Source: an optimization exercise on an open RTL-to-GDS flow (aim: a short achievable clock period and few clock cycles). Production flows keep margins and buffers that such runs may drop.
No functional check of the RTL was part of this run.
Power and IR drop assume default switching activity.

<file path="flow/flow/run.sh">
#!/bin/bash
set -u
bash standard.sh SETUP_SLACK_MARGIN=6.7 finish > standard_flow.log 2>&1
</file>
<file path="flow/standard.sh">
#!/bin/bash
# synth_recipe.tcl (not shown) runs the flow's synth.tcl, then flattens the netlist and writes it again
# the make line also repeats each setting of config.mk as NAME=value (left out here)
make -C /OpenROAD-flow-scripts/flow DESIGN_CONFIG=/design/flow/config.mk WORK_HOME=/design/flow/orfs CLKGATE_MAP_FILE= SYNTH_SCRIPT=/design/flow/synth_recipe.tcl "${@:-finish}"
</file>
<file path="flow/config.mk">
export PLATFORM = sky130hd
export DESIGN_NAME = riscv
export DESIGN_NICKNAME = riscv
export VERILOG_FILES = /design/flow/design.v
export SDC_FILE = /design/flow/constraint.sdc
export NUM_CORES = 8
export LEC_CHECK = 0
export CAP_MARGIN = 20
export CORE_MARGIN = 2
export CORE_UTILIZATION = 40
export CTS_CLUSTER_DIAMETER = 150
export CTS_CLUSTER_SIZE = 20
export PLACE_DENSITY = 0.6
export SLEW_MARGIN = 20
export SYNTH_HIERARCHICAL = 1
export TNS_END_PERCENT = 100
</file>
<file path="flow/constraint.sdc">
create_clock -name core_clock -period 10.0 [get_ports {clk}]
set_input_delay 2.0000 -clock core_clock [delete_from_list [all_inputs] [get_ports {clk}]]
set_output_delay 2.0000 -clock core_clock [all_outputs]
set_load 0.01 [all_outputs]
</file>
<file path="flow/design.v">
module riscv_if(
	input	[12+1:2]		pcn_i,	 
	input	[16-1:0]		v_i,
	input	[16-1:0]		tk_i,	 
	input	[16-1:0]		ret_i,
	input	[16*12-1:0]	tag_i,
	input	[16*12-1:0]	tgt_i,
	input	[16*2-1:0]		ctr_i,
	input	[12+1:2]		ras_i,
	output	[16-1:0]		match_o,
	output				hit_o,
	output				pred_o,
	output	[1:0]			ctr_o,
	output	[12+1:2]		ptgt_o
);
integer i;
reg	[12+1:2]	t;
reg	[1:0]		c;
reg			r;
always @(*) begin
	t = {12{1'b0}};
	c = 2'd0;
	r = 1'b0;
	for (i = 0; i < 16; i = i + 1) begin
		t = t | ({12{match_o[i]}} & tgt_i[i*12 +: 12]);
		c = c | ({2{match_o[i]}} & ctr_i[i*2 +: 2]);
		r = r | (match_o[i] & ret_i[i]);
	end
end
wire	[16-1:0]	match_p;
riscv_if_match MP(.pcn_i(pcn_i), .v_i(v_i), .tag_i(tag_i), .match_o(match_p));
riscv_if_match MT(.pcn_i(pcn_i), .v_i(v_i), .tag_i(tag_i), .match_o(match_o));
assign	hit_o  = |match_p;
assign	pred_o = |(match_p & tk_i);
assign	ctr_o  = c;
assign	ptgt_o = r ? ras_i : t;
endmodule
module riscv_if_match(
	input	[12+1:2]		pcn_i,	 
	input	[16-1:0]		v_i,
	input	[16*12-1:0]	tag_i,
	output	[16-1:0]		match_o
);
genvar gi;
generate
	for (gi = 0; gi < 16; gi = gi + 1) begin : g_m
		assign match_o[gi] = v_i[gi] & (tag_i[gi*12 +: 12] == ~pcn_i);
	end
endgenerate
endmodule
module riscv_if_static(
	input	[31:0]		pc_i,
	input	[31:0]		inst_i,
	input	[12+1:2]	ras_i,
	input			fus_i,		 
	input	[31:0]		epc_i,		 
	input	[31:12]		esum_i,		 
	output			pred_o,
	output	[31:2]		tgt_o
);
wire	[4:0]	opc = inst_i[6:2];
wire	[4:0]	rd  = inst_i[11:7];
wire	[4:0]	rs1 = inst_i[19:15];
wire	s   = inst_i[31];
wire	jal = (opc == 5'b11011) & (inst_i[19:12] == {8{s}});
wire	bb  = (opc == 5'b11000) & s;
wire	ret = (opc == 5'b11001) & ((rs1 == 5'd1) | (rs1 == 5'd5)) & ~((rd == 5'd1) | (rd == 5'd5));
wire	[12:1]	jimm = {s, inst_i[20], inst_i[30:21]};
wire	[12:1]	bimm = {s, inst_i[7], inst_i[30:25], inst_i[11:8]};
wire	[12:1]	jlo, blo;
wire		jc, bc;
riscv_if_add12 JA(.a_i(pc_i[12:1]), .b_i(jimm), .s_o(jlo), .c_o(jc));
riscv_if_add12 BA(.a_i(pc_i[12:1]), .b_i(bimm), .s_o(blo), .c_o(bc));
wire	[11:0]	flo;
wire		fc;
riscv_if_add12 FA(.a_i(epc_i[11:0]), .b_i(inst_i[31:20]), .s_o(flo), .c_o(fc));
riscv_if_ssel SEL(
	.fus_i(fus_i),
	.fc_i(fc),
	.flo_i(flo[11:2]),
	.fhi_i(esum_i),
	.jal_i(jal),
	.bb_i(bb),
	.ret_i(ret),
	.s_i(s),
	.jc_i(jc),
	.bc_i(bc),
	.jlo_i(jlo[12:2]),
	.blo_i(blo[12:2]),
	.hi_i(pc_i[31:13]),
	.ras_i(ras_i),
	.pred_o(pred_o),
	.tgt_o(tgt_o)
);
endmodule
module riscv_if_ssel(
	input		fus_i,
	input		fc_i,
	input	[11:2]	flo_i,
	input	[31:12]	fhi_i,
	input		jal_i,
	input		bb_i,
	input		ret_i,
	input		s_i,
	input		jc_i,
	input		bc_i,
	input	[12:2]	jlo_i,
	input	[12:2]	blo_i,
	input	[31:13]	hi_i,
	input	[12+1:2]	ras_i,
	output		pred_o,
	output	[31:2]	tgt_o
);
assign	pred_o = jal_i | bb_i | fus_i | ret_i;
assign	tgt_o  = jal_i ? {hi_i, jlo_i} : bb_i ? {hi_i, blo_i} : fus_i ? {fhi_i, flo_i} :
		 {hi_i[31:12+2], ras_i};
endmodule
module riscv_if_add12(
	input	[11:0]	a_i,
	input	[11:0]	b_i,
	output	[11:0]	s_o,
	output		c_o
);
wire	[11:0]	g0, p0, g1, p1, g2, p2, g3, p3, g4, p4;
riscv_if_pg12 PG(.a_i(a_i), .b_i(b_i), .g_o(g0), .p_o(p0));
riscv_alu_pfx #(.D(1), .INV(0), .W(12)) L1(.g_i(g0), .p_i(p0), .g_o(g1), .p_o(p1));
riscv_alu_pfx #(.D(2), .INV(1), .W(12)) L2(.g_i(g1), .p_i(p1), .g_o(g2), .p_o(p2));
riscv_alu_pfx #(.D(4), .INV(0), .W(12)) L3(.g_i(g2), .p_i(p2), .g_o(g3), .p_o(p3));
riscv_alu_pfx #(.D(8), .INV(1), .W(12)) L4(.g_i(g3), .p_i(p3), .g_o(g4), .p_o(p4));
riscv_if_sum12 SU(.p_i(p0), .c_i(g4), .s_o(s_o), .c_o(c_o));
endmodule
module riscv_if_pg12(
	input	[11:0]	a_i,
	input	[11:0]	b_i,
	output	[11:0]	g_o,
	output	[11:0]	p_o
);
assign	g_o = a_i & b_i;
assign	p_o = a_i ^ b_i;
endmodule
module riscv_if_sum12(
	input	[11:0]	p_i,
	input	[11:0]	c_i,
	output	[11:0]	s_o,
	output		c_o
);
assign	s_o = p_i ^ {c_i[10:0], 1'b0};
assign	c_o = c_i[11];
endmodule
module riscv_id(
	input	[31:0]		inst_i,
	output	[4:0]		rd_o,
	output	[4:0]		rs1_o,
	output	[4:0]		rs2_o,
	output			lui_o,
	output			auipc_o,
	output			jal_o,
	output			jalr_o,
	output			br_o,
	output			load_o,
	output			store_o,
	output			use1_o,		 
	output			use2_o,		 
	output			wr_o,		 
	output			rs2b_o,		 
	output			call_o,
	output			ret_o,
	output	[31:0]		imm_o,		 
	output	[31:0]		timm_o,		 
	output	[5:0]		brc_o,		 
	output	[11-1:0]	op_o
);
wire	[31:0]	inst = inst_i;
wire	[4:0]	opc  = inst[6:2];
wire	[2:0]	f3   = inst[14:12];
assign	rd_o  = inst[11:7];
assign	rs1_o = inst[19:15];
assign	rs2_o = inst[24:20];
wire	opimm = (opc == 5'b00100);
wire	op    = (opc == 5'b01100);
assign	lui_o   = (opc == 5'b01101);
assign	auipc_o = (opc == 5'b00101);
assign	jal_o   = (opc == 5'b11011);
assign	jalr_o  = (opc == 5'b11001);
assign	br_o    = (opc == 5'b11000);
assign	load_o  = (opc == 5'b00000);
assign	store_o = (opc == 5'b01000);
assign	use1_o  = jalr_o | br_o | load_o | store_o | opimm | op;
assign	use2_o  = br_o | store_o | op;
assign	wr_o    = lui_o | auipc_o | jal_o | jalr_o | load_o | opimm | op;
assign	rs2b_o  = br_o | op;
wire	rd_link  = (rd_o == 5'd1) | (rd_o == 5'd5);
wire	rs1_link = (rs1_o == 5'd1) | (rs1_o == 5'd5);
assign	call_o  = (jal_o | jalr_o) & rd_link;
assign	ret_o   = jalr_o & rs1_link & ~rd_link;
wire	[31:0]	imm_i = {{20{inst[31]}}, inst[31:20]};
wire	[31:0]	imm_s = {{20{inst[31]}}, inst[31:25], inst[11:7]};
wire	[31:0]	imm_b = {{20{inst[31]}}, inst[7], inst[30:25], inst[11:8], 1'b0};
wire	[31:0]	imm_u = {inst[31:12], 12'b0};
wire	[31:0]	imm_j = {{12{inst[31]}}, inst[19:12], inst[20], inst[30:21], 1'b0};
assign	imm_o  = store_o ? imm_s : (lui_o | auipc_o) ? imm_u : imm_i;
assign	timm_o = jal_o ? imm_j : imm_b;
assign	brc_o = {f3 == 3'd7, f3 == 3'd6, f3 == 3'd5, f3 == 3'd4, f3 == 3'd1, f3 == 3'd0} & {6{br_o}};
wire	alu = op | opimm;
assign	op_o[0]  = lui_o | auipc_o | load_o | store_o | (opimm & f3 == 3'd0) | (op & f3 == 3'd0 & ~inst[30]);
assign	op_o[1]  = op & f3 == 3'd0 & inst[30];
assign	op_o[2]  = alu & f3 == 3'd2;
assign	op_o[3] = alu & f3 == 3'd3;
assign	op_o[4]  = alu & f3 == 3'd4;
assign	op_o[5]   = alu & f3 == 3'd6;
assign	op_o[6]  = alu & f3 == 3'd7;
assign	op_o[7]  = alu & f3 == 3'd1;
assign	op_o[8]  = alu & f3 == 3'd5 & ~inst[30];
assign	op_o[9]  = alu & f3 == 3'd5 & inst[30];
assign	op_o[10] = jal_o | jalr_o;
endmodule
module riscv_alu(
	input	[31:0]		a_i,
	input	[31:0]		b_i,
	input	[11-1:0]	op_i,
	input	[31:0]		pc4_i,
	input	[31:0]		sum_i,		 
	input	[31:0]		diff_i,		 
	input			ltu_i,
	input			lts_i,
	output	[31:0]		res_o
);
wire	[31:0]	sh;
riscv_alu_shift SH(
	.a_i(a_i),
	.sh_i(b_i[4:0]),
	.left_i(op_i[7]),
	.arith_i(op_i[9]),
	.res_o(sh)
);
wire	[31:0]	other;
riscv_alu_other OTH(
	.a_i(a_i),
	.b_i(b_i),
	.op_i(op_i),
	.pc4_i(pc4_i),
	.sh_i(sh),
	.res_o(other)
);
riscv_alu_mux MUX(
	.add_i(op_i[0]),
	.sub_i(op_i[1]),
	.slt_i(op_i[2]),
	.sltu_i(op_i[3]),
	.sum_i(sum_i),
	.diff_i(diff_i),
	.lts_i(lts_i),
	.ltu_i(ltu_i),
	.other_i(other),
	.res_o(res_o)
);
endmodule
module riscv_alu_other(
	input	[31:0]		a_i,
	input	[31:0]		b_i,
	input	[11-1:0]	op_i,
	input	[31:0]		pc4_i,
	input	[31:0]		sh_i,
	output	[31:0]		res_o
);
assign	res_o = ({32{op_i[4]}}  & (a_i ^ b_i)) |
		({32{op_i[5]}}   & (a_i | b_i)) |
		({32{op_i[6]}}  & (a_i & b_i)) |
		({32{op_i[7] | op_i[8] | op_i[9]}} & sh_i) |
		({32{op_i[10]}} & pc4_i);
endmodule
module riscv_alu_mux(
	input		add_i,
	input		sub_i,
	input		slt_i,
	input		sltu_i,
	input	[31:0]	sum_i,
	input	[31:0]	diff_i,
	input		lts_i,
	input		ltu_i,
	input	[31:0]	other_i,
	output	[31:0]	res_o
);
assign	res_o = ({32{add_i}} & sum_i) | ({32{sub_i}} & diff_i) | other_i |
		{31'd0, (slt_i & lts_i) | (sltu_i & ltu_i)};
endmodule
module riscv_alu_shift(
	input	[31:0]	a_i,
	input	[4:0]	sh_i,
	input		left_i,
	input		arith_i,
	output	[31:0]	res_o
);
wire	[31:0]	sl  = a_i << sh_i;
wire	[31:0]	sr  = a_i >> sh_i;
wire	[31:0]	sra = sr | ({32{a_i[31]}} & ~(32'hffffffff >> sh_i));
assign	res_o = left_i ? sl : arith_i ? sra : sr;
endmodule
module riscv_alu_add #(
	parameter SUB = 0
)(
	input	[31:0]	a_i,
	input	[31:0]	b_i,
	output	[31:0]	s_o
);
wire	[31:0]	p0, g0, g1, p1, g2, p2, g3, p3, g4, p4, g5, p5;
riscv_alu_pg #(.SUB(SUB)) PG(.a_i(a_i), .b_i(b_i), .g_o(g0), .p_o(p0));
riscv_alu_pfx #(.D(1),  .INV(0)) L1(.g_i(g0), .p_i(p0), .g_o(g1), .p_o(p1));
riscv_alu_pfx #(.D(2),  .INV(1)) L2(.g_i(g1), .p_i(p1), .g_o(g2), .p_o(p2));
riscv_alu_pfx #(.D(4),  .INV(0)) L3(.g_i(g2), .p_i(p2), .g_o(g3), .p_o(p3));
riscv_alu_pfx #(.D(8),  .INV(1)) L4(.g_i(g3), .p_i(p3), .g_o(g4), .p_o(p4));
riscv_alu_pfx #(.D(16), .INV(0)) L5(.g_i(g4), .p_i(p4), .g_o(g5), .p_o(p5));
riscv_alu_xsum #(.SUB(SUB)) XS(.p_i(p0), .nc_i(g5), .s_o(s_o));
endmodule
module riscv_alu_pg #(
	parameter SUB = 0
)(
	input	[31:0]	a_i,
	input	[31:0]	b_i,
	output	[31:0]	g_o,
	output	[31:0]	p_o
);
wire	[31:0]	b = SUB ? ~b_i : b_i;
assign	p_o = a_i ^ b;
assign	g_o = SUB ? {a_i[31:1] & b[31:1], a_i[0] | b[0]} : (a_i & b);
endmodule
module riscv_alu_pfx #(
	parameter D = 1,
	parameter INV = 0,
	parameter W = 32
)(
	input	[W-1:0]	g_i,
	input	[W-1:0]	p_i,
	output	[W-1:0]	g_o,
	output	[W-1:0]	p_o
);
genvar i;
generate
	for (i = 0; i < W; i = i + 1) begin : g_b
		if (i < D) begin : g_pass
			assign g_o[i] = ~g_i[i];
			assign p_o[i] = ~p_i[i];
		end else if (INV == 0) begin : g_aoi
			assign g_o[i] = ~(g_i[i] | (p_i[i] & g_i[i-D]));
			assign p_o[i] = ~(p_i[i] & p_i[i-D]);
		end else begin : g_oai
			assign g_o[i] = ~(g_i[i] & (p_i[i] | g_i[i-D]));
			assign p_o[i] = ~(p_i[i] | p_i[i-D]);
		end
	end
endgenerate
endmodule
module riscv_alu_xsum #(
	parameter SUB = 0
)(
	input	[31:0]	p_i,
	input	[31:0]	nc_i,
	output	[31:0]	s_o
);
assign	s_o = p_i ^ {~nc_i[30:0], SUB ? 1'b1 : 1'b0};
endmodule
module riscv_ex(
	input		valid_i,
	input		btaken_i,	 
	input	[31:0]	jsum_i,		 
	input		jne_i,		 
	input	[31:0]	btgt_i,		 
	input		bne_i,		 
	input	[31:0]	pc4_i,
	input		br_i,
	input		jal_i,
	input		jalr_i,
	input		pred_i,		 
	output		mispred_o,
	output		taken_o,
	output	[31:0]	tgt_o,
	output	[31:0]	redir_o
);
wire	mis_t   = ~pred_i | bne_i;
wire	mis_oth = jal_i  ? mis_t :
		  jalr_i ? (~pred_i | jne_i) : pred_i;
wire	mis_br  = btaken_i ? mis_t : pred_i;
assign	mispred_o = valid_i & (br_i ? mis_br : mis_oth);
assign	taken_o   = jal_i | jalr_i | (br_i & btaken_i);
assign	tgt_o     = jalr_i ? {jsum_i[31:1], 1'b0} : btgt_i;
assign	redir_o   = br_i ? (btaken_i ? btgt_i : pc4_i) : (jal_i | jalr_i) ? tgt_o : pc4_i;
endmodule
module riscv_ex_cmp(
	input	[31:0]	a_i,
	input	[31:0]	b_i,
	input	[5:0]	brc_i,		 
	output		eq_o,
	output		ltu_o,
	output		lts_o,
	output		taken_o		 
);
wire	[31:0]	g0 = {1'b0, ~a_i[30:0] & b_i[30:0]};
wire	[31:0]	e0 = {1'b1, ~(a_i[30:0] ^ b_i[30:0])};
wire	[15:0]	g1, e1;
wire	[7:0]	g2, e2;
wire	[3:0]	g3, e3;
wire	[1:0]	g4, e4;
wire		g5, e5;
riscv_ex_cmpl #(.W(16), .INV(0)) C1(.g_i(g0), .e_i(e0), .g_o(g1), .e_o(e1));
riscv_ex_cmpl #(.W(8),  .INV(1)) C2(.g_i(g1), .e_i(e1), .g_o(g2), .e_o(e2));
riscv_ex_cmpl #(.W(4),  .INV(0)) C3(.g_i(g2), .e_i(e2), .g_o(g3), .e_o(e3));
riscv_ex_cmpl #(.W(2),  .INV(1)) C4(.g_i(g3), .e_i(e3), .g_o(g4), .e_o(e4));
riscv_ex_cmpl #(.W(1),  .INV(0)) C5(.g_i(g4), .e_i(e4), .g_o(g5), .e_o(e5));
riscv_ex_cmpf CF(.a31_i(a_i[31]), .b31_i(b_i[31]), .ng_i(g5), .ne_i(e5), .brc_i(brc_i),
	.eq_o(eq_o), .ltu_o(ltu_o), .lts_o(lts_o), .taken_o(taken_o));
endmodule
module riscv_ex_cmpl #(
	parameter W = 1,
	parameter INV = 0
)(
	input	[2*W-1:0]	g_i,
	input	[2*W-1:0]	e_i,
	output	[W-1:0]		g_o,
	output	[W-1:0]		e_o
);
genvar i;
generate
	for (i = 0; i < W; i = i + 1) begin : g_b
		if (INV == 0) begin : g_aoi
			assign g_o[i] = ~(g_i[2*i+1] | (e_i[2*i+1] & g_i[2*i]));
			assign e_o[i] = ~(e_i[2*i+1] & e_i[2*i]);
		end else begin : g_oai
			assign g_o[i] = ~(g_i[2*i+1] & (e_i[2*i+1] | g_i[2*i]));
			assign e_o[i] = ~(e_i[2*i+1] | e_i[2*i]);
		end
	end
endgenerate
endmodule
module riscv_ex_cmpf(
	input		a31_i,
	input		b31_i,
	input		ng_i,
	input		ne_i,
	input	[5:0]	brc_i,
	output		eq_o,
	output		ltu_o,
	output		lts_o,
	output		taken_o
);
wire	e31 = ~(a31_i ^ b31_i);
assign	eq_o  = e31 & ~ne_i;
assign	ltu_o = (~a31_i & b31_i) | (e31 & ~ng_i);
assign	lts_o = (a31_i & ~b31_i) | (e31 & ~ng_i);
assign	taken_o = (brc_i[0] & eq_o) | (brc_i[1] & ~eq_o) | (brc_i[2] & lts_o) | (brc_i[3] & ~lts_o) |
		  (brc_i[4] & ltu_o) | (brc_i[5] & ~ltu_o);
endmodule
module riscv_ex_sumeq(
	input	[31:0]	a_i,
	input	[31:0]	b_i,
	input	[31:0]	k_i,
	output		ne_o
);
wire	[31:0]	x, r, g;
wire	[30:0]	ok;
riscv_ex_xor2 X1(.a_i(a_i), .b_i(b_i), .y_o(x));
riscv_ex_xor2 X2(.a_i(x), .b_i(k_i), .y_o(r));
riscv_ex_sumeq_g G(.a_i(a_i), .b_i(b_i), .x_i(x), .r_i(r), .g_o(g));
riscv_ex_sumeq_ok K(.r_i(r), .g_i(g), .a0_i(a_i[0]), .b0_i(b_i[0]), .ok_o(ok));
riscv_ex_and31 A(.x_i(ok), .yn_o(ne_o));
endmodule
module riscv_ex_xor2(
	input	[31:0]	a_i,
	input	[31:0]	b_i,
	output	[31:0]	y_o
);
assign	y_o = a_i ^ b_i;
endmodule
module riscv_ex_sumeq_g(
	input	[31:0]	a_i,
	input	[31:0]	b_i,
	input	[31:0]	x_i,
	input	[31:0]	r_i,
	output	[31:0]	g_o
);
assign	g_o = (a_i & b_i) | (x_i & r_i);
endmodule
module riscv_ex_sumeq_ok(
	input	[31:0]	r_i,
	input	[31:0]	g_i,
	input		a0_i,
	input		b0_i,
	output	[30:0]	ok_o
);
assign	ok_o = {~(r_i[31:2] ^ g_i[30:1]), ~(r_i[1] ^ (a0_i & b0_i))};
endmodule
module riscv_ex_and31(
	input	[30:0]	x_i,
	output		yn_o
);
wire	[7:0]	n1;
wire	[3:0]	a2;
riscv_ex_nand4 #(.W(8)) L1(.x_i({1'b1, x_i}), .y_o(n1));
riscv_ex_nor2  #(.W(4)) L2(.x_i(n1), .y_o(a2));
riscv_ex_nand4 #(.W(1)) L3(.x_i(a2), .y_o(yn_o));
endmodule
module riscv_ex_nand4 #(
	parameter W = 1
)(
	input	[4*W-1:0]	x_i,
	output	[W-1:0]		y_o
);
genvar i;
generate
	for (i = 0; i < W; i = i + 1) begin : g_b
		assign y_o[i] = ~&x_i[4*i +: 4];
	end
endgenerate
endmodule
module riscv_ex_nor4 #(
	parameter W = 1
)(
	input	[4*W-1:0]	x_i,
	output	[W-1:0]		y_o
);
genvar i;
generate
	for (i = 0; i < W; i = i + 1) begin : g_b
		assign y_o[i] = ~|x_i[4*i +: 4];
	end
endgenerate
endmodule
module riscv_ex_nor2 #(
	parameter W = 1
)(
	input	[2*W-1:0]	x_i,
	output	[W-1:0]		y_o
);
genvar i;
generate
	for (i = 0; i < W; i = i + 1) begin : g_b
		assign y_o[i] = ~|x_i[2*i +: 2];
	end
endgenerate
endmodule
module riscv_ex_nand2 #(
	parameter W = 1
)(
	input	[2*W-1:0]	x_i,
	output	[W-1:0]		y_o
);
genvar i;
generate
	for (i = 0; i < W; i = i + 1) begin : g_b
		assign y_o[i] = ~&x_i[2*i +: 2];
	end
endgenerate
endmodule
module riscv_ex_opmux(
	input		sel_i,
	input	[31:0]	m_i,
	input	[31:0]	r_i,
	output	[31:0]	val_o
);
assign	val_o = sel_i ? m_i : r_i;
endmodule
module riscv_ex_csel(
	input		fa_i,
	input		fb_i,
	input	[5:0]	brc_i,
	input	[3:0]	c0_i,
	input	[3:0]	c1_i,
	input	[3:0]	c2_i,
	output		eq_o,
	output		ltu_o,
	output		lts_o,
	output		taken_o
);
wire	[3:0]	c3 = {brc_i[0] | brc_i[3] | brc_i[5], 1'b0, 1'b0, 1'b1};
wire	[3:0]	c  = (fa_i & fb_i) ? c3 : fa_i ? c1_i : fb_i ? c2_i : c0_i;
assign	eq_o    = c[0];
assign	ltu_o   = c[1];
assign	lts_o   = c[2];
assign	taken_o = c[3];
endmodule
module riscv_wb(
	input	[31:0]		pc_i,
	input			stall_i,
	input			pred_i,
	input	[12+1:2]	ptgt_i,
	output	[31:0]		next_o,
	output	[31:0]		pc4_o
);
assign	pc4_o  = pc_i + 32'd4;
assign	next_o = stall_i ? pc_i :
		 pred_i  ? {pc_i[31:12+2], ptgt_i, 2'b00} : pc4_o;
endmodule
module riscv_wb_s(
	input			en_i,
	input			stall_i,
	input			pred_i,		 
	input			spred_i,	 
	input	[31:2]		stgt_i,
	input	[31:0]		next_i,
	output	[31:0]		next_o
);
wire	use_s = ~stall_i & ~pred_i & spred_i;
wire	sel_s = en_i & use_s;
wire	sel_o = en_i & ~use_s;
assign	next_o = ({32{sel_s}} & {stgt_i, 2'b00}) | ({32{sel_o}} & next_i);
endmodule
module riscv_wb_f(
	input			mispred_i,
	input	[31:0]		redir_i,
	input	[31:0]		next_i,
	output	[31:0]		next_o
);
assign	next_o = mispred_i ? redir_i : next_i;
endmodule
module riscv_register(
	input	[32*32-1:0]	rf_i,
	input	[4:0]		idx_i,
	output	[31:0]		val_o
);
wire	[31:0]	sel0, sel1, sel2, sel3;
riscv_register_dec DEC0(.idx_i(idx_i), .sel_o(sel0));
riscv_register_dec DEC1(.idx_i(idx_i), .sel_o(sel1));
riscv_register_dec DEC2(.idx_i(idx_i), .sel_o(sel2));
riscv_register_dec DEC3(.idx_i(idx_i), .sel_o(sel3));
genvar b;
generate
	for (b = 0; b < 32; b = b + 1) begin : g_bit
		wire	[31:0]	col;
		wire	[15:0]	l1;
		wire	[3:0]	l2;
		wire	[1:0]	l3;
		genvar r;
		for (r = 0; r < 32; r = r + 1) begin : g_col
			assign col[r] = rf_i[r*32 + b];
		end
		riscv_register_aoi22 L1(.s_i(b < 8 ? sel0 : b < 16 ? sel1 : b < 24 ? sel2 : sel3), .d_i(col), .y_o(l1));
		riscv_ex_nand4 #(.W(4)) L2(.x_i(l1), .y_o(l2));
		riscv_ex_nor2  #(.W(2)) L3(.x_i(l2), .y_o(l3));
		riscv_ex_nand2 #(.W(1)) L4(.x_i(l3), .y_o(val_o[b]));
	end
endgenerate
endmodule
module riscv_register_dec(
	input	[4:0]	idx_i,
	output	[31:0]	sel_o
);
genvar i;
generate
	for (i = 0; i < 32; i = i + 1) begin : g_d
		assign sel_o[i] = (i != 0) && (idx_i == i);
	end
endgenerate
endmodule
module riscv_register_aoi22(
	input	[31:0]	s_i,
	input	[31:0]	d_i,
	output	[15:0]	y_o
);
genvar i;
generate
	for (i = 0; i < 16; i = i + 1) begin : g_b
		assign y_o[i] = ~((s_i[2*i] & d_i[2*i]) | (s_i[2*i+1] & d_i[2*i+1]));
	end
endgenerate
endmodule
module riscv_stall(
	input	[4:0]	rs1_i,
	input	[4:0]	rs2_i,
	input		use1_i,
	input		use2_i,
	input		e_fwd_i,	 
	input		e_load_i,	 
	input	[4:0]	e_rd_i,
	input		m_fwd_i,	 
	input	[4:0]	m_rd_i,
	output		h1e_o,
	output		h1m_o,
	output		h2e_o,
	output		h2m_o,
	output		stall_o
);
wire	eq1 = (e_rd_i == rs1_i);
wire	eq2 = (e_rd_i == rs2_i);
assign	h1e_o = e_fwd_i & eq1;
assign	h1m_o = m_fwd_i & (m_rd_i == rs1_i);
assign	h2e_o = e_fwd_i & eq2;
assign	h2m_o = m_fwd_i & (m_rd_i == rs2_i);
assign	stall_o = e_load_i & ((use1_i & eq1) | (use2_i & eq2));
endmodule
module riscv_forward(
	input		sel_r_i,
	input	[31:0]	r_i,
	input	[31:0]	o_i,
	output	[31:0]	val_o
);
assign	val_o = sel_r_i ? r_i : o_i;
endmodule
module riscv_forward_pre(
	input		sel_m_i,	 
	input		sel_x_i,	 
	input	[31:0]	m_i,
	input	[31:0]	x_i,
	output	[31:0]	val_o
);
assign	val_o = ({32{sel_m_i}} & m_i) | ({32{sel_x_i}} & x_i);
endmodule
module riscv(
	input	wire		clk,
	input	wire		rst,		 
	input	wire	[31:0]	inst_i,		 
	output	wire	[31:0]	inst_addr_o,	 
	output	wire		inst_ce_o,	 
	input	wire	[31:0]	data_i,		 
	output	wire		data_we_o,	 
	output	wire		data_ce_o,	 
	output	wire	[31:0]	data_addr_o,	 
	output	wire	[31:0]	data_o		 
);
assign	inst_ce_o = 1'b1;
assign	data_ce_o = 1'b1;
reg	[31:0]	pc_out;
reg	[31:0]	pc;
reg	[12+1:2]	pc_btb_n;	 
reg		e_valid;
reg	[31:0]	e_pc;
reg	[31:0]	e_pc4;
reg	[31:0]	e_a;		 
reg	[31:0]	e_b;		 
reg	[31:0]	e_s;		 
reg		e_fa, e_fb, e_fs;	 
reg	[31:0]	e_timm;		 
reg	[4:0]	e_rd;
reg		e_we;		 
reg		e_load;
reg		e_store;
reg		e_br;
reg		e_jal;
reg		e_jalr;
reg		e_auipc;
reg		e_call;
reg		e_ret;
reg	[5:0]	e_brc;		 
reg	[11-1:0]	e_op;	 
reg		e_pred;		 
reg	[31:2]	e_ptgt;		 
reg		e_hit;		 
reg	[16-1:0]	e_match;	 
reg	[1:0]	e_ctr;		 
reg	[2:0]	e_it, e_tr;	 
reg		e_lc;
reg		m_valid;
reg	[31:0]	m_addr;
reg	[31:0]	m_res_n;
reg	[31:0]	m_sd;
reg		m_we_mem;
reg	[4:0]	m_rd;
reg		m_we;
reg		m_load;
reg	[31:0]	rf [1:31];
reg	[31:0]	rf_v;		 
reg	[16-1:0]	btb_v;
reg	[16-1:0]	btb_tk;		 
reg	[16-1:0]	btb_ret;	 
reg	[12+1:2]	btb_tag [0:16-1];
reg	[12+1:2]	btb_tgt [0:16-1];
reg	[1:0]	btb_ctr [0:16-1];
reg	[2:0]	btb_it  [0:16-1];
reg	[2:0]	btb_tr  [0:16-1];
reg	[16-1:0]	btb_lc;
reg	[16-1:0]	btb_rr;		 
reg	[12+1:2]	ras0, ras1, ras2, ras3;
reg		u_btb;
reg		u_alloc;
reg	[16-1:0]	u_sel;
reg	[12+1:2]	u_tag;
reg	[12+1:2]	u_atgt;		 
reg	[12+1:2]	u_ptgt;		 
reg		u_taken, u_hit, u_v, u_jmp, u_ret;
reg	[1:0]	u_octr;
reg		u_bwd;
reg	[2:0]	u_oit, u_otr;
reg		u_olc;
reg		u_call, u_pop;
reg	[12+1:2]	u_link;
wire	[31:0]	m_res = ~m_res_n;
wire	[31:0]	m_val = m_load ? data_i : m_res;
wire	[31:0]	opa, opb;
riscv_ex_opmux OA(.sel_i(e_fa), .m_i(m_res), .r_i(e_a), .val_o(opa));
riscv_ex_opmux OB(.sel_i(e_fb), .m_i(m_res), .r_i(e_b), .val_o(opb));
wire	[31:0]	sum, diff;
wire		ltu, lts, eq, btaken;
riscv_alu_add #(.SUB(0)) ADD(.a_i(opa), .b_i(opb), .s_o(sum));
riscv_alu_add #(.SUB(1)) SUB(.a_i(opa), .b_i(opb), .s_o(diff));
wire	[3:0]	c0, c1, c2;
riscv_ex_cmp CMP0(.a_i(e_a), .b_i(e_b), .brc_i(e_brc), .eq_o(c0[0]), .ltu_o(c0[1]), .lts_o(c0[2]), .taken_o(c0[3]));
riscv_ex_cmp CMP1(.a_i(m_res), .b_i(e_b), .brc_i(e_brc), .eq_o(c1[0]), .ltu_o(c1[1]), .lts_o(c1[2]), .taken_o(c1[3]));
riscv_ex_cmp CMP2(.a_i(e_a), .b_i(m_res), .brc_i(e_brc), .eq_o(c2[0]), .ltu_o(c2[1]), .lts_o(c2[2]), .taken_o(c2[3]));
riscv_ex_csel CS(.fa_i(e_fa), .fb_i(e_fb), .brc_i(e_brc), .c0_i(c0), .c1_i(c1), .c2_i(c2),
	.eq_o(eq), .ltu_o(ltu), .lts_o(lts), .taken_o(btaken));
wire	[31:0]	res;
riscv_alu ALU(
	.a_i(opa),
	.b_i(opb),
	.op_i(e_op),
	.pc4_i(e_pc4),
	.sum_i(sum),
	.diff_i(diff),
	.ltu_i(ltu),
	.lts_i(lts),
	.res_o(res)
);
wire	[31:0]	e_pfull = {e_ptgt, 2'b00};
wire	[31:0]	btgt;
wire		jne, bne;
riscv_alu_add BTGT(.a_i(e_pc), .b_i(e_timm), .s_o(btgt));
wire		jne0, jne1;
riscv_ex_sumeq JOK0(.a_i(e_a), .b_i(e_b), .k_i(e_pfull), .ne_o(jne0));
riscv_ex_sumeq JOK1(.a_i(m_res), .b_i(e_b), .k_i(e_pfull), .ne_o(jne1));
assign	jne = e_fa ? jne1 : jne0;
riscv_ex_sumeq BOK(.a_i(e_pc), .b_i(e_timm), .k_i(e_pfull), .ne_o(bne));
wire		mispred;
wire		act_taken;
wire	[31:0]	act_tgt;
wire	[31:0]	redir_pc;
riscv_ex BR(
	.valid_i(e_valid),
	.btaken_i(btaken),
	.jsum_i(sum),
	.jne_i(jne),
	.btgt_i(btgt),
	.bne_i(bne),
	.pc4_i(e_pc4),
	.br_i(e_br),
	.jal_i(e_jal),
	.jalr_i(e_jalr),
	.pred_i(e_pred),
	.mispred_o(mispred),
	.taken_o(act_taken),
	.tgt_o(act_tgt),
	.redir_o(redir_pc)
);
wire	[4:0]	rd, rs1, rs2;
wire		d_lui, d_auipc, d_jal, d_jalr, d_br, d_load, d_store;
wire		d_use1, d_use2, d_wr, d_rs2b, d_call, d_ret;
wire	[31:0]	d_imm, d_timm;
wire	[5:0]	d_brc;
wire	[11-1:0]	d_op;
riscv_id DEC(
	.inst_i(inst_i),
	.rd_o(rd),
	.rs1_o(rs1),
	.rs2_o(rs2),
	.lui_o(d_lui),
	.auipc_o(d_auipc),
	.jal_o(d_jal),
	.jalr_o(d_jalr),
	.br_o(d_br),
	.load_o(d_load),
	.store_o(d_store),
	.use1_o(d_use1),
	.use2_o(d_use2),
	.wr_o(d_wr),
	.rs2b_o(d_rs2b),
	.call_o(d_call),
	.ret_o(d_ret),
	.imm_o(d_imm),
	.timm_o(d_timm),
	.brc_o(d_brc),
	.op_o(d_op)
);
wire	[32*32-1:0]	rf_flat;
assign	rf_flat[31:0] = 32'd0;
genvar gi;
generate
	for (gi = 1; gi < 32; gi = gi + 1) begin : g_rf
		assign rf_flat[gi*32 +: 32] = rf[gi] & {32{rf_v[gi]}};
	end
endgenerate
wire	[31:0]	rf1, rf2;
riscv_register RD1(.rf_i(rf_flat), .idx_i(rs1), .val_o(rf1));
riscv_register RD2(.rf_i(rf_flat), .idx_i(rs2), .val_o(rf2));
wire	h1e, h1m, h2e, h2m, stall;
riscv_stall HAZ(
	.rs1_i(rs1),
	.rs2_i(rs2),
	.use1_i(d_use1),
	.use2_i(d_use2),
	.e_fwd_i(e_valid & e_we),
	.e_load_i(e_valid & e_load & e_we),
	.e_rd_i(e_rd),
	.m_fwd_i(m_valid & m_we),
	.m_rd_i(m_rd),
	.h1e_o(h1e),
	.h1m_o(h1m),
	.h2e_o(h2e),
	.h2m_o(h2m),
	.stall_o(stall)
);
wire	a_reg = ~d_auipc & ~d_lui;
wire	[31:0]	pre_a, pre_b, pre_s;
riscv_forward_pre PA(.sel_m_i(a_reg & h1m), .sel_x_i(d_auipc), .m_i(m_val), .x_i(pc), .val_o(pre_a));
riscv_forward_pre PB(.sel_m_i(d_rs2b & h2m), .sel_x_i(~d_rs2b), .m_i(m_val), .x_i(d_imm), .val_o(pre_b));
riscv_forward_pre PS(.sel_m_i(h2m), .sel_x_i(1'b0), .m_i(m_val), .x_i(32'd0), .val_o(pre_s));
wire	[31:0]	fopa, fopb, fops;
riscv_forward FA(.sel_r_i(a_reg & ~h1m), .r_i(rf1), .o_i(pre_a), .val_o(fopa));
riscv_forward FB(.sel_r_i(d_rs2b & ~h2m), .r_i(rf2), .o_i(pre_b), .val_o(fopb));
riscv_forward FS(.sel_r_i(~h2m), .r_i(rf2), .o_i(pre_s), .val_o(fops));
wire	[16*12-1:0]	bt_flat;
wire	[16*12-1:0]	bg_flat;
wire	[16*2-1:0]		bc_flat;
generate
	for (gi = 0; gi < 16; gi = gi + 1) begin : g_btb
		assign bt_flat[gi*12 +: 12] = btb_tag[gi];
		assign bg_flat[gi*12 +: 12] = btb_tgt[gi];
		assign bc_flat[gi*2 +: 2] = btb_ctr[gi];
	end
endgenerate
wire	[16-1:0]	f_match;
reg	[2:0]	f_it, f_tr;
integer fi;
always @(*) begin
	f_it = 3'd0;
	f_tr = 3'd0;
	for (fi = 0; fi < 16; fi = fi + 1) begin
		f_it = f_it | ({3{f_match[fi]}} & btb_it[fi]);
		f_tr = f_tr | ({3{f_match[fi]}} & btb_tr[fi]);
	end
end
wire		f_hit, f_pred;
wire	[1:0]	f_ctr;
wire	[12+1:2]	f_ptgt;
riscv_if BTB(
	.pcn_i(pc_btb_n),
	.v_i(btb_v),
	.tk_i(btb_tk),
	.ret_i(btb_ret),
	.tag_i(bt_flat),
	.tgt_i(bg_flat),
	.ctr_i(bc_flat),
	.ras_i(ras0),
	.match_o(f_match),
	.hit_o(f_hit),
	.pred_o(f_pred),
	.ctr_o(f_ctr),
	.ptgt_o(f_ptgt)
);
wire		s_pred;
wire	[31:2]	s_tgt;
riscv_if_static SP(
	.pc_i(pc),
	.inst_i(inst_i),
	.ras_i(ras0),
	.fus_i(d_jalr & e_auipc & h1e),
	.epc_i(e_pc),
	.esum_i(sum[31:12]),
	.pred_o(s_pred),
	.tgt_o(s_tgt)
);
wire	s_use = ~f_hit & s_pred;
wire	[31:0]	next_pc, next_pc_out, next_pc_b, next_pc_s, next_pc_so, pc4;
riscv_wb NPC(
	.pc_i(pc),
	.stall_i(stall),
	.pred_i(f_pred),
	.ptgt_i(f_ptgt),
	.next_o(next_pc_b),
	.pc4_o(pc4)
);
riscv_wb_s NPCS(
	.en_i(1'b1),
	.stall_i(stall),
	.pred_i(f_pred),
	.spred_i(s_use),
	.stgt_i(s_tgt),
	.next_i(next_pc_b),
	.next_o(next_pc_s)
);
riscv_wb_f NPCF(.mispred_i(mispred), .redir_i(redir_pc), .next_i(next_pc_s), .next_o(next_pc));
riscv_wb_s NPCSO(
	.en_i(~rst),
	.stall_i(stall),
	.pred_i(f_pred),
	.spred_i(s_use),
	.stgt_i(s_tgt),
	.next_i(next_pc_b),
	.next_o(next_pc_so)
);
riscv_wb_f NPCFO(.mispred_i(mispred), .redir_i(redir_pc), .next_i(next_pc_so), .next_o(next_pc_out));
always @(posedge clk) begin
	pc_out   <= next_pc_out;
	pc_btb_n <= ~next_pc_out[12+1:2];
end
always @(posedge clk or posedge rst) begin
	if (rst) begin
		pc <= 32'd0;
	end else begin
		pc <= next_pc;
	end
end
assign	inst_addr_o = pc_out;
always @(posedge clk or posedge rst) begin
	if (rst) begin
		e_valid <= 1'b0;
	end else begin
		e_valid <= ~mispred & ~stall;
	end
end
always @(posedge clk) begin
	e_pc    <= pc;
	e_pc4   <= pc4;
	e_a     <= fopa;
	e_b     <= fopb;
	e_s     <= fops;
	e_fa    <= a_reg & h1e;
	e_fb    <= d_rs2b & h2e;
	e_fs    <= h2e;
	e_timm  <= d_timm;
	e_rd    <= rd;
	e_we    <= d_wr & (rd != 5'd0);
	e_load  <= d_load;
	e_store <= d_store;
	e_br    <= d_br;
	e_jal   <= d_jal;
	e_jalr  <= d_jalr;
	e_auipc <= d_auipc;
	e_call  <= d_call;
	e_ret   <= d_ret;
	e_brc   <= d_brc;
	e_op    <= d_op;
	e_pred  <= f_pred | s_use;
	e_ptgt  <= f_hit ? {pc[31:12+2], f_ptgt} : s_tgt;
	e_hit   <= f_hit;
	e_match <= f_match;
	e_ctr   <= f_ctr;
	e_it    <= f_it;
	e_tr    <= f_tr;
	e_lc    <= |(f_match & btb_lc);
end
always @(posedge clk or posedge rst) begin
	if (rst) begin
		m_valid  <= 1'b0;
	end else begin
		m_valid  <= e_valid;
	end
end
always @(posedge clk) begin
	m_we_mem <= ~rst & e_valid & e_store;
	m_addr   <= res;
	m_res_n  <= ~res;
	m_sd     <= e_fs ? m_res : e_s;
	m_rd     <= e_rd;
	m_we     <= e_we;
	m_load   <= e_load;
end
assign	data_addr_o = m_addr;
assign	data_o      = m_sd;
assign	data_we_o   = m_we_mem;
always @(posedge clk) begin
	if (m_valid & m_we)
		rf[m_rd] <= m_val;
end
integer k;
always @(posedge clk or posedge rst) begin
	if (rst) begin
		rf_v <= 32'd0;
	end else if (m_valid & m_we) begin
		for (k = 1; k < 32; k = k + 1)
			if (m_rd == k)
				rf_v[k] <= 1'b1;
	end
end
wire	e_ctl = e_br | e_jal | e_jalr;
always @(posedge clk or posedge rst) begin
	if (rst) begin
		u_btb   <= 1'b0;
		u_alloc <= 1'b0;
		u_call  <= 1'b0;
		u_pop   <= 1'b0;
	end else begin
		u_btb   <= e_valid & (act_taken | e_hit);
		u_alloc <= e_valid & act_taken & ~e_hit;
		u_call  <= e_valid & e_call;
		u_pop   <= e_valid & e_ret;
	end
end
always @(posedge clk) begin
	u_sel   <= e_hit ? e_match : btb_rr;
	u_tag   <= e_pc[12+1:2];
	u_atgt  <= act_tgt[12+1:2];
	u_ptgt  <= e_ptgt[12+1:2];
	u_taken <= act_taken;
	u_hit   <= e_hit;
	u_octr  <= e_ctr;
	u_bwd   <= e_br & e_timm[31];
	u_oit   <= e_it;
	u_otr   <= e_tr;
	u_olc   <= e_lc;
	u_v     <= e_ctl;
	u_jmp   <= e_jal | e_jalr;
	u_ret   <= e_ret;
	u_link  <= e_pc4[12+1:2];
end
wire	[1:0]	u_ctr = ~u_hit ? 2'd2 :
			u_taken ? ((u_octr == 2'd3) ? 2'd3 : u_octr + 2'd1) :
				  ((u_octr == 2'd0) ? 2'd0 : u_octr - 2'd1);
wire	[2:0]	u_it  = ~u_taken ? 3'd0 : ~u_hit ? 3'd1 : (u_oit == 3'd7) ? 3'd7 : u_oit + 3'd1;
wire	[2:0]	u_tr  = ~u_hit ? 3'd7 : ~u_taken ? u_oit : u_otr;
wire		u_lc  = ~u_hit ? 1'b0 : u_taken ? u_olc : (u_oit == u_otr) & (u_oit != 3'd7);
wire		u_tk  = u_jmp | (u_ctr[1] & ~(u_bwd & u_lc & (u_it == u_tr)));
wire	[12+1:2]	u_tgt = u_taken ? u_atgt : u_ptgt;
integer j;
always @(posedge clk or posedge rst) begin
	if (rst) begin
		btb_v  <= {16{1'b0}};
		btb_rr <= {{(16-1){1'b0}}, 1'b1};
	end else begin
		if (u_btb)
			btb_v <= (btb_v & ~u_sel) | ({16{u_v}} & u_sel);
		if (u_alloc)
			btb_rr <= {btb_rr[16-2:0], btb_rr[16-1]};
	end
end
always @(posedge clk) begin
	for (j = 0; j < 16; j = j + 1) begin
		if (u_btb & u_sel[j]) begin
			btb_tk[j]  <= u_tk;
			btb_ret[j] <= u_ret;
			btb_tag[j] <= u_tag;
			btb_tgt[j] <= u_tgt;
			btb_ctr[j] <= u_ctr;
			btb_it[j]  <= u_it;
			btb_tr[j]  <= u_tr;
			btb_lc[j]  <= u_lc;
		end
	end
end
always @(posedge clk or posedge rst) begin
	if (rst) begin
		ras0 <= {12{1'b0}};
		ras1 <= {12{1'b0}};
		ras2 <= {12{1'b0}};
		ras3 <= {12{1'b0}};
	end else if (u_call & u_pop) begin
		ras0 <= u_link;
	end else if (u_call) begin
		ras0 <= u_link;
		ras1 <= ras0;
		ras2 <= ras1;
		ras3 <= ras2;
	end else if (u_pop) begin
		ras0 <= ras1;
		ras1 <= ras2;
		ras2 <= ras3;
	end
end
endmodule
</file>
==> results.txt <==
power groups by stage:
stage               logic, uW  clock network (uW)  registers (uW)
CTS                      5330                6040           10400
floorplan                3110                   0           10400
detailed placement       4630                   0           10600
finish                   5750                5950           10500
global placement         4560                   0           10600
global route             5980                6350           10500
per-stage QoR:
| stage | util | hold WS, ns |
|---|---|---|
| final | 0.475 | 0.328 |
| after global routing | 0.475 | 0.335 |
| after CTS | 0.463 | 0.329 |
| after detailed placement | 0.422 | 0.312 |
| after global placement | 0.421 | 0.316 |
| after floorplan | - | 0.310 |
path summary, 6_finish.rpt:
path                                     end      from
worst min register to register     u_octr[0]  e_ctr[0]
worst max register to register  pc_btb_n[12]    e_b[3]
min in group asynchronous            e_valid       rst
worst min-delay path               u_octr[0]  e_ctr[0]
max in group asynchronous             pc[25]       rst
worst max-delay path            pc_btb_n[12]    e_b[3]
worst max-delay path: cells and delay by family, from the launching register on:
kind                       cells  cell delay, ns
AOI/OAI and AO/OA              9            1.38
muxes                          2            0.36
buffers and inverters          3            0.42
DFF                            1            0.54
and+or+nand+nor                3            0.75
adders and majority gates      1            0.32
layout make-up:
cell class	instances	area (um^2)
diodes	38	95.1
multi-input cells	7734	68300
fillers	28100	167000
repair buffers	877	10300
clock inverters	10	146
clock buffers	211	3790
flip-flops and latches	2211	60900
inverters	475	1880
well taps	4180	5230
per-layer routing:
metal / vias up / GRT usage / share of wire
met5: - / 0 / 0.00030
met1: 48600 / 0.378 / 0.40
met4: 18 / 0.154 / 0.061
met2: 4438 / 0.488 / 0.47
li1: 41100 / - / -
met3: 1180 / 0.0517 / 0.076
flip-flops by register name (all words and copies together) (netlist names), 32 cells and up, named ones only:
name     cells
btb_tag    192
e_s         32
m_sd        32
e_pc4       32
e_b         32
m_res_n     32
btb_tr      48
pc          32
btb_ctr     32
e_pc        32
btb_it      48
btb_tgt    192
pc_out      32
e_a         32
m_addr      32
rf         992
e_timm      32
what timing repair did:
action                      CTS  global route
pin swaps                   259           343
setup buffers               334           141
resized for setup          1875           450
hold endpoints to repair      0             0
gates cloned                 55            17
setup endpoints to repair   381           367
==> qor.csv <==
metric,value,unit
net switching power,7270,uW
layout cell share with drive strength beyond 1,0.351,
Non-Filler Instances,15700,
Nets,11800,
fmax,0.259,GHz
final WL,502000,um
Worst-path clk slew,0.09,ns
Startpoint Class,flop,
Detail Route Antenna Nets,0,
GRT Total Usage,0.298,
R2R Setup Slk,6.14,ns
final hold vios,0,
CP Capture Type,flop,
leakage power,0.0518,uW
worst-skew pair later-pin latency,0.89,ns
first-pass GRT wire length,694000,um
Placer Congestion,0.946,
Die H,568,um
pwr/cell area,147,nW/um^2
total CTS buffers,136,
clk sink count,2211,
total power,22200,uW
clock tree from TritonCTS,yes,
Crit path top cell by count,a21oi_2,
RSZ-0062 raised after global routing,yes,
vias per std cell,6.06,
Avg Inst Size Synth,11.8,um^2
Worst-Margin Slew,1.23,ns
IO Pins,165,
clk buf depth,4,
"commonest non-fill, non-tap cell in the layout",edfxtp_1,
htree depth,4,
worst path arrival time,4.64,ns
Synth Cell Area,127000,um^2
clk root buf,clkbuf_16,
largest net degree at the start of global routing,70,
pre-CTS setup slack,3.89,ns
Finished Cell Area,151000,um^2
DR vias,95400,
Post-Syn Instances,10800,
I/O Buffers,160,
detailed placer's ending HPWL,335000,um
most frequent cells in the layout,"edfxtp_1, a22oi_2, and2_1",
Worst VDD drop,0.117,mV
clock share of power,0.268,
CP max stage cell,dfxtp_4,
final period utilization,0.386,
DRC errors left,0,
dpl cells,14900,
Worst Hold Class,flop to flop,
"Req. time, crit path",10.78,ns
Worst slew margin,0.178,
hold_buf cts,0,
setup ws final,6.14,ns
worst-path cell chain,ha_1 > a21oi_2 > o21ai_2 > a21oi_2 > o21ai_4 > a21oi_2 > nand2b_4 > o221a_1 > o211ai_2 > mux2i_1 > o22ai_1 > buf_4 > and2_4 > buf_12 > nor2b_4 > a221o_1 > mux2_4 > inv_1,
initial core utilization,0.401,
Synth-to-Final Area Change,18.4,%
fin. max-slew vios,0,
maxcap violations,0,
area of placed instances,134000,um^2
CP max FO,9,
CP max stage delay,0.54,ns
Reg power frac,0.472,
warnings from Yosys,13,
FP Rows,207,
Clock Skew,0.0694,ns
crit path kind,flop to flop,
total gr overflow,0,
Die ar.,322000,um^2
Initial DRC Count,10400,
crit path time final,3.86,ns
status,"complete, no violations",
internal power,14900,uW
Detailed Routing Iterations Pass 1,8,
initial antenna violation count,46,
"Setup violations, final",0,
wire per inst,31.9,um
Sw Share,0.328,
Worst Hold Path Cells,0,
Die W,568,um
Sum Neg Setup Slack,0,ns
worst reg2reg path depth,18,
combinational share of power,0.259,
vias in the first global route,94100,
core area,317000,um^2

separate check: timing with driven ports:
How much do the figures lean on ideal ports? The routed layout below was timed once more, with nothing changed but the port constraints.
Step 1: set_driving_cell puts a clkbuf_16 on clk and a buf_2 on each other input, an assumption about the parent block.
Step 2 moves the port delays by t, midway between the first and last clock arrival at a register: inputs arrive t later, outputs are due t later. That takes back most of the time a late clock gives input paths.
Slacks: ideal / step 1 / step 2; pairs: ideal / step 1.
t (ns): 0.946
setup WS [ns]: 6.143 / 6.143 / 5.223
worst register clock-pin slew, ns: 0.11 / 0.11
worst data-port slew with drivers (ns): 0.22
cell pins on the clock port's net: 1
After both steps this run still meets setup and hold. For this run, drivers alone change the setup slack by 0.000 ns; drivers and shift together by -0.920 ns.
